What follows belongs to an exercise in optimizing a design on an open flow for small area; a production flow would make more cautious choices.
Function was checked by simulation only, so behaviour that the tests miss may differ from the original.

## run.sh

```bash
#!/bin/bash
# synth_recipe.tcl (not shown) runs the flow's synth.tcl, then flattens the netlist and writes it again
# the make line also repeats each setting of config.mk as NAME=value (left out here)
make -C /OpenROAD-flow-scripts/flow DESIGN_CONFIG=/design/flow/config.mk WORK_HOME=/design/flow/orfs CLKGATE_MAP_FILE= SYNTH_SCRIPT=/design/flow/synth_recipe.tcl finish
```

## config.mk

```make
export PLATFORM = sky130hd
export DESIGN_NAME = dot_product_TOP
export DESIGN_NICKNAME = dot_product_TOP
export VERILOG_FILES = /design/flow/design.v
export SDC_FILE = /design/flow/constraint.sdc
export NUM_CORES = 4
export LEC_CHECK = 0
export CAP_MARGIN = 20
export CORE_MARGIN = 2
export CORE_UTILIZATION = 40
export SLEW_MARGIN = 20
```

## constraint.sdc

```tcl
create_clock -name core_clock -period 10.0 [get_ports {clk}]
set_input_delay 2.0000 -clock core_clock [delete_from_list [all_inputs] [get_ports {clk}]]
set_output_delay 2.0000 -clock core_clock [all_outputs]
set_load 0.01 [all_outputs]
```

## design.v

```verilog
  module dot_product_stage_1 (stage1_in_1, stage1_in_2, clk, stage1_out_x, stage1_out_y, stage1_out_z);
  input [56:0] 	stage1_in_1;
  input [56:0] 	stage1_in_2;
  input         clk; 
  output [18:0] stage1_out_x;
  output [18:0] stage1_out_y;
  output [18:0] stage1_out_z;
  reg [18:0] reg_x1; 
  reg [18:0] reg_x2;
  reg [18:0] reg_y1;      
  reg [18:0] reg_y2;      
  reg [18:0] reg_z1;   
  reg [18:0] reg_z2;
  reg [36:0] temp_stage1_out_x;     
  reg [36:0] temp_stage1_out_y;     
  reg [36:0] temp_stage1_out_z;
  reg [18:0] temp_out_x;
  reg [18:0] temp_out_y;       
  reg [18:0] temp_out_z;
  always @ *
    begin: ARITHMETIC_BLOCK
      reg_x1[18:0] = stage1_in_1[56:38];      
      reg_x2[18:0] = stage1_in_2[56:38];
      reg_y1[18:0] = stage1_in_1[37:19];      
      reg_y2[18:0] = stage1_in_2[37:19];
      reg_z1[18:0] = stage1_in_1[18:0];       
      reg_z2[18:0] = stage1_in_2[18:0];
      temp_stage1_out_x[36] = reg_x1[18] ^ reg_x2[18];       
      temp_stage1_out_x[35:0] = reg_x1[17:0] * reg_x2[17:0];   
      temp_stage1_out_y[36] = reg_y1[18] ^ reg_y2[18];       
      temp_stage1_out_y[35:0] = reg_y1[17:0] * reg_y2[17:0];   
      temp_stage1_out_z[36] = reg_z1[18] ^ reg_z2[18];       
      temp_stage1_out_z[35:0] = reg_z1[17:0] * reg_z2[17:0];   
    end
  always @ (posedge clk)
    begin: OVERFLOW_HANDLING_DELAY_BLOCK
      temp_out_x[18:0] <= {|temp_stage1_out_x[35:28]}  ?  { temp_stage1_out_x[36], {18{1'b1}} } : { temp_stage1_out_x[36], temp_stage1_out_x[27:10] };
      temp_out_y[18:0] <= {|temp_stage1_out_y[35:28]}  ?  { temp_stage1_out_y[36], {18{1'b1}} } : { temp_stage1_out_y[36], temp_stage1_out_y[27:10] };
      temp_out_z[18:0] <= {|temp_stage1_out_z[35:28]}  ?  { temp_stage1_out_z[36], {18{1'b1}} } : { temp_stage1_out_z[36], temp_stage1_out_z[27:10] };
    end 
  assign stage1_out_x[18:0] = temp_out_x[18:0];
  assign stage1_out_y[18:0] = temp_out_y[18:0];
  assign stage1_out_z[18:0] = temp_out_z[18:0];
endmodule
module dot_product_stage_2(stage2_in_1, stage2_in_2, stage2_in_3, clk, stage2_out);
  input [18:0] stage2_in_1;
  input [18:0] stage2_in_2;
  input [18:0] stage2_in_3;
  input clk;
  output [18:0] stage2_out;
  localparam ALL_POS = 3'b000;
  localparam Z_NEG   = 3'b001;
  localparam Y_NEG   = 3'b010;
  localparam YZ_NEG  = 3'b011;   
  localparam X_NEG   = 3'b100;
  localparam XZ_NEG  = 3'b101;
  localparam XY_NEG  = 3'b110;
  localparam XYZ_NEG = 3'b111;
  reg [18:0] product_x;   
  reg [18:0] product_y;     
  reg [18:0] product_z; 
  reg [18:0] temp_sum_xy;     
  reg [18:0] temp_sum_yz;     
  reg [18:0] temp_sum_xz;     
  reg [20:0] temp_sum;   
  reg [18:0] temp_out;
  reg [18:0] final_temp_out;
  reg [2:0] concatenated_sign_bits;  
  always @ *
    begin: ADDITION    
      product_x[18:0] = stage2_in_1;
      product_y[18:0] = stage2_in_2;
      product_z[18:0] = stage2_in_3;
      concatenated_sign_bits[2:0] = {product_x[18], product_y[18], product_z[18]};
      temp_sum_xy[18:0] = product_x[17:0] + product_y[17:0]; 
      temp_sum_yz[18:0] = product_y[17:0] + product_z[17:0];    
      temp_sum_xz[18:0] = product_z[17:0] + product_x[17:0];
      case (concatenated_sign_bits[2:0])
        ALL_POS: begin
                   temp_sum[19:0] = product_x[17:0] + product_y[17:0] + product_z[17:0];
                   temp_sum[20] = 1'b0;  
                 end   
        Z_NEG:   begin
                   if(temp_sum_xy[18:0] > product_z[17:0])
                     begin
                       temp_sum[19:0] = temp_sum_xy[18:0] - product_z[17:0];
                       temp_sum[20] = 1'b0;  
                     end
                   else    
                     begin
                       temp_sum[19:0] = product_z[17:0] - temp_sum_xy[18:0];
                       temp_sum[20] = 1'b1;  
                     end
                 end   
        Y_NEG:   begin
                   if(temp_sum_xz[18:0] > product_y[17:0])
                     begin
                       temp_sum[19:0] = temp_sum_xz[18:0] - product_y[17:0];
                       temp_sum[20] = 1'b0;  
                     end 
                   else    
                     begin
                       temp_sum[19:0] = product_y[17:0] - temp_sum_xz[18:0];
                       temp_sum[20] = 1'b1;  
                     end
                 end   
        YZ_NEG:  begin
                   if(temp_sum_yz[18:0] > product_x[17:0])
                     begin
                       temp_sum[19:0] = temp_sum_yz[18:0] - product_x[17:0];
                       temp_sum[20] = 1'b1;  
                     end
                   else   
                     begin
                       temp_sum[19:0] = product_x[17:0] - temp_sum_yz[18:0];
                       temp_sum[20] = 1'b0;  
                     end
                 end   
        X_NEG:   begin
                   if(temp_sum_yz[18:0] > product_x[17:0])
                     begin
                       temp_sum[19:0] = temp_sum_yz[18:0] - product_x[17:0];
                       temp_sum[20] = 1'b0;  
                     end
                   else    
                     begin
                       temp_sum[19:0] = product_x[17:0] - temp_sum_yz[18:0];
                       temp_sum[20] = 1'b1;  
                     end
                 end   
        XZ_NEG:  begin
                   if(temp_sum_xz[18:0] > product_y[17:0])
                     begin
                       temp_sum[19:0] = temp_sum_xz[18:0] - product_y[17:0];
                       temp_sum[20] = 1'b1;  
                     end
                   else   
                     begin
                       temp_sum[19:0] = product_y[17:0] - temp_sum_xz[18:0];
                       temp_sum[20] = 1'b0;  
                     end
                 end   
        XY_NEG:  begin
                   if(temp_sum_xy[18:0] > product_z[17:0])
                     begin
                       temp_sum[19:0] = temp_sum_xy[18:0] - product_z[17:0];
                       temp_sum[20] = 1'b1;  
                     end
                   else   
                     begin
                       temp_sum[19:0] = product_z[17:0] - temp_sum_xy[18:0];
                       temp_sum[20] = 1'b0;  
                     end
                 end   
        XYZ_NEG: begin
                   temp_sum[19:0] = product_x[17:0] + product_y[17:0] + product_z[17:0];
                   temp_sum[20] = 1'b1;  
                 end
      endcase   
      if(|temp_sum[19:18] == 1)                          
        begin
          temp_out[18:0] = {temp_sum[20], {18{1'b1}}}; 
        end
      else                  
        begin
          temp_out[18:0] = {temp_sum[20], temp_sum[17:0]};  
        end
    end  
  always @ (posedge clk)
    begin : STAGE2_TIMING_CONTROL
      final_temp_out[18:0] <= temp_out[18:0];
    end  
  assign stage2_out[18:0] = final_temp_out[18:0];
endmodule 
module dot_product_TOP (in_vector_1, in_vector_2, clk, out_scalar);
  input [56:0] in_vector_1;
  input [56:0] in_vector_2;
  input clk;
  output [18:0] out_scalar; 
  wire [18:0] stage1_out_x;
  wire [18:0] stage1_out_y;
  wire [18:0] stage1_out_z;
  dot_product_stage_1 STAGE1 (  .stage1_in_1    (in_vector_1), 
                                .stage1_in_2    (in_vector_2), 
                                .clk            (clk), 
                                .stage1_out_x   (stage1_out_x), 
                                .stage1_out_y   (stage1_out_y), 
                                .stage1_out_z   (stage1_out_z)
                             );     
  dot_product_stage_2 STAGE2 (  .stage2_in_1    (stage1_out_x),
                                .stage2_in_2    (stage1_out_y),
                                .stage2_in_3    (stage1_out_z),
                                .clk            (clk), 
                                .stage2_out     (out_scalar)
                             );     
endmodule
```

==> summary.txt <==
----------------------------------------------------
[Setup path]
  Worst setup path endpoint ... STAGE1.temp_out_y[16]
  Critical path launch point ... in_vector_1[28]
  Destination of the worst register-to-register timing path ... STAGE2.final_temp_out[16]
  Cell count of the worst reg-to-reg path ... 24
  Start of the worst register-to-register path ... STAGE1.temp_out_y[1]
  Reg-to-reg slack, setup ... 2.43 ns
  Type of element capturing the critical path ... register
  CP required ... 10.24 ns
  Highest net fanout along the worst path ... 18
  Worst path arrival time ... approximately 9 ns
  Critical path type ... input pin to register
  Element type at the critical path start ... input pin

[Die]
  Area of the core ... 103300 um2
  Row Count ... ~120
  Effective utilization at floorplan ... 0.4029
  DIE AREA ... between 100000 and 150000 um2
  Number of ports placed on the die boundary ... around 130
  Vertical extent of the die ... around 330 um
  Width of the chip ... about 330 um

[STA]
  Max Clk Rate ... approximately 0.11 GHz
  Setup TNS ... 0 ns
  Period utilisation layout ... 0.8855
  Endpoints failing hold ... 0
  Transition time at the pin with the least slew margin ... 0.9399 ns
  Final Hold Slack ... 0.7655 ns
  Final Max Slew Viols ... 0
  RSZ-0062 raised after global routing ... false
  Min Clock Period, post-route ... roughly 8.9 ns
  Worst rel slew slack ... 0.3714
  Setup violations, final ... 0
  Clk_skew ... between 0.008 and 0.009 ns

[Clock tree]
  CTS Hold Buffers Added ... 0
  Later-pin clock latency in the skew report ... between 0.3 and 0.4 ns
  Clock buffers created by TritonCTS ... 9
  Maximum buffer depth of the clock tree ... 2
  Clock root buffer ... clkbuf_16
  Number of setup buffers added after CTS ... 0
  Clock slew at the register clock pins of the worst setup and hold paths ... roughly 0.06 ns
  TritonCTS clock tree ... yes
  Count of clock tree sinks ... 76
  Maximum level of the CTS H-tree ... 3
  Resize count post-CTS ... 0

[Synth]
  Most area-hungry cell type in the Yosys netlist ... fa_1
  Synthesized netlist cell count ... slightly below 5k
  Top cells by area, synth ... fa_1 (37%), ha_1 (15%), inv_1 (9.0%)
  Synth Register Bits ... 76
  FFs w/ async S/R, synth ... 0
  Synth cell types ... 92
  Main synth FF type ... dfxtp_1
  Area share of the largest cell type after synthesis ... 0.3711
  Net count after synthesis ... between 6k and 7k
  Mean Syn Cell Area ... around 8.4 um2
  Sequential fraction of the synthesis area ... 0.03654
  Netlist Area Pre-Place ... between 40000 and 50000 um2
  Warning count from the yosys run ... 2
  Count of flip-flops with a built-in enable after synthesis ... 0

[Global route]
  Pin count of the biggest net entering global routing ... 30
  Global-route wire length before repair ... roughly 180000 um
  Initial antenna violation count ... 0
  Via count of the first global-routing pass ... between 30k and 40k
  Gr ovfl total ... 0
  Overall routing resource usage ... 0.2037

[Hold path]
  Classification of the worst-slack hold path ... register to register

[Drt]
  Drt wl/cell ... between 15 and 20 um
  Number of routed nets with antenna violations ... 0
  Drt drc ... 0
  DRC marker count from the first detailed-route iteration ... 2242
  Iteration count of the initial detailed-routing pass ... 7
  Total number of vias ... 32.38k
  Detailed-route vias per instance ... 5.121
  Aggregate routed wire length ... about 110000 um

[Cells and area]
  Fillers ... around 10k
  Layout area overhead ... 7.160%
  Layout net count ... approximately 6.3k
  Final cell utilization of the core ... 0.4318
  Layout cell share with drive strength beyond 1 ... 0.02570

[Placement]
  Detailed placement HPWL ... between 80000 and 90000 um
  Port Buffer Count ... 133
  Routability congestion estimate ... approximately 0.9

[Job]
  Number of maximum-capacitance violations ... 0

[Run status]
  Run status ... complete, no violations

----------------------------------------------------
-- routing by layer --
| metal | part of all wire | GRT usage | wire length, um | vias up |
|---|---|---|---|---|
| met5 | 0 | 0 | 0 | - |
| met2 | 0.46 | 0.3292 | 48840 | 860 |
| li1 | - | - | - | 15330 |
| met1 | 0.47 | 0.2956 | 49940 | 16090 |
| met3 | 0.056 | 0.02332 | 5928 | 99 |
| met4 | 0.017 | 0.03819 | 1799 | 0 |
-- flip-flops by register name, indices dropped and copies added (netlist names) --
register               count
STAGE1.temp_out_z         19
STAGE1.temp_out_y         19
STAGE2.final_temp_out     19
STAGE1.temp_out_x         19
-- synth_stat cells, drive strengths merged (44+ instances only) --
master and n:
a21o 62, a21oi 202, and2 489, clkbuf 162, dfxtp 76, fa 772
ha 502, inv 1005, nand2 648, nand3 44, nor2 130, nor3 49
o21ai 145, o21bai 50, xnor2 87, xor2 54
-- final cells by class --
| type | instances | area [um2] | area share |
|---|---|---|---|
| multi-input cells | 3664 | 35540 | 0.7965 |
| inverters | 1005 | 3772 | 0.08454 |
| well taps | 1380 | 1727 | 0.03869 |
| repair buffers | 181 | 1692 | 0.03791 |
| flip-flops and latches | 76 | 1521 | 0.03410 |
| clock buffers | 10 | 229.0 | 0.005131 |
| clock inverters | 6 | 136.4 | 0.003056 |
| diodes | 1 | 2.502 | 0.00005608 |
-- worst max-delay path, stage by stage --
cell and delay, ns:
clkdlybuf4s50_1 0.86, and2_1 0.41, fa_1 0.50, inv_1 0.05, fa_1 0.46, fa_1 0.57
inv_1 0.07, fa_1 0.49, fa_1 0.49, inv_1 0.05, fa_1 0.47, inv_1 0.04
ha_1 0.31, o21ai_0 0.20, a21oi_1 0.10, a211oi_1 0.26, or2_2 0.18, a31oi_4 0.05
o31ai_2 0.34, nor4b_2 0.29, a22o_1 0.18, a22oi_1 0.09, nor4_4 0.25, buf_4 0.24
o21ai_0 0.12
-- cell usage in the layout (no fill, tap or decap), types with 22 or more instances in the layout --
master | netlist | final
a211oi_1 | 22 | 22
a21o_1 | 62 | 62
a21oi_1 | 199 | 198
and2_1 | 489 | 489
buf_4 | 5 | 48
clkdlybuf4s50_1 | 0 | 133
dfxtp_1 | 76 | 76
fa_1 | 772 | 772
ha_1 | 502 | 502
inv_1 | 1003 | 1003
mux2i_1 | 40 | 40
nand2_1 | 645 | 645
nand2b_1 | 30 | 30
nand3_1 | 39 | 39
nand4_1 | 30 | 30
nor2_1 | 129 | 129
nor2b_1 | 35 | 35
nor3_1 | 48 | 48
o21a_1 | 32 | 32
o21ai_0 | 131 | 131
o21bai_1 | 50 | 50
xnor2_1 | 87 | 87
xor2_1 | 54 | 54
-- cell families after synthesis --
| kind of cell | synth area share |
|---|---|
| buffers and inverters | 0.1100 |
| XOR/XNOR | 0.02966 |
| flip-flops | 0.03654 |
| multiplexers | 0.01349 |
| AND/OR/NAND/NOR | 0.1834 |
| adder cells (fa/ha/maj) | 0.5220 |
| AO/OA/AOI/OAI | 0.1050 |
-- worst min-delay path by stage --
stage	startpoint	end	slack (ns)	depth (start not counted)
4_1_cts	STAGE1.temp_out_y[18]	STAGE2.final_temp_out[18]	0.74	1
5_1_grt	STAGE1.temp_out_y[18]	STAGE2.final_temp_out[18]	0.82	1
3_3_place_gp	STAGE1.temp_out_y[18]	STAGE2.final_temp_out[18]	0.71	1
2_1_floorplan	STAGE1.temp_out_x[18]	STAGE2.final_temp_out[18]	0.63	3
6_report	STAGE1.temp_out_y[18]	STAGE2.final_temp_out[18]	0.77	1
3_5_place_dp	STAGE1.temp_out_y[18]	STAGE2.final_temp_out[18]	0.72	1
-- per-stage QoR --
stage               worst slack [ns]  instances  area [um2]
detailed placement            0.7485       6306       44260
global placement              0.8446       6306       44260
finish                         1.145       6323       44620
CTS                            1.146       6322       44620
global route                  0.6939       6322       44620
floorplan                      1.680       4934       41640

==> static timing again, ports no longer ideal <==
How much do the figures lean on ideal ports? The routed layout below was timed once more, with nothing changed but the port constraints.
Step 1 sets driving cells, clkbuf_16 on the clock port and buf_2 on the other inputs (assumed; they add their load-dependent delay and slew).
Step 2 times the ports against the registers' clock, not the clock port: input delays grow and output delays shrink by t, the midpoint of the rising clock arrivals with the driver on.
Slacks: no drivers / after step 1 / after step 2; pairs: no drivers / after step 1.
t (ns): 0.423
setup slack, ns: 1.145 / 1.148 / 0.724
worst hold slack (ns): 0.766 / 0.766 / 0.766
pins driven straight from the clock port: 1
After both steps setup and hold are still met in this run. For this run, drivers alone change the setup slack by +0.003 ns; drivers and shift together by -0.421 ns.
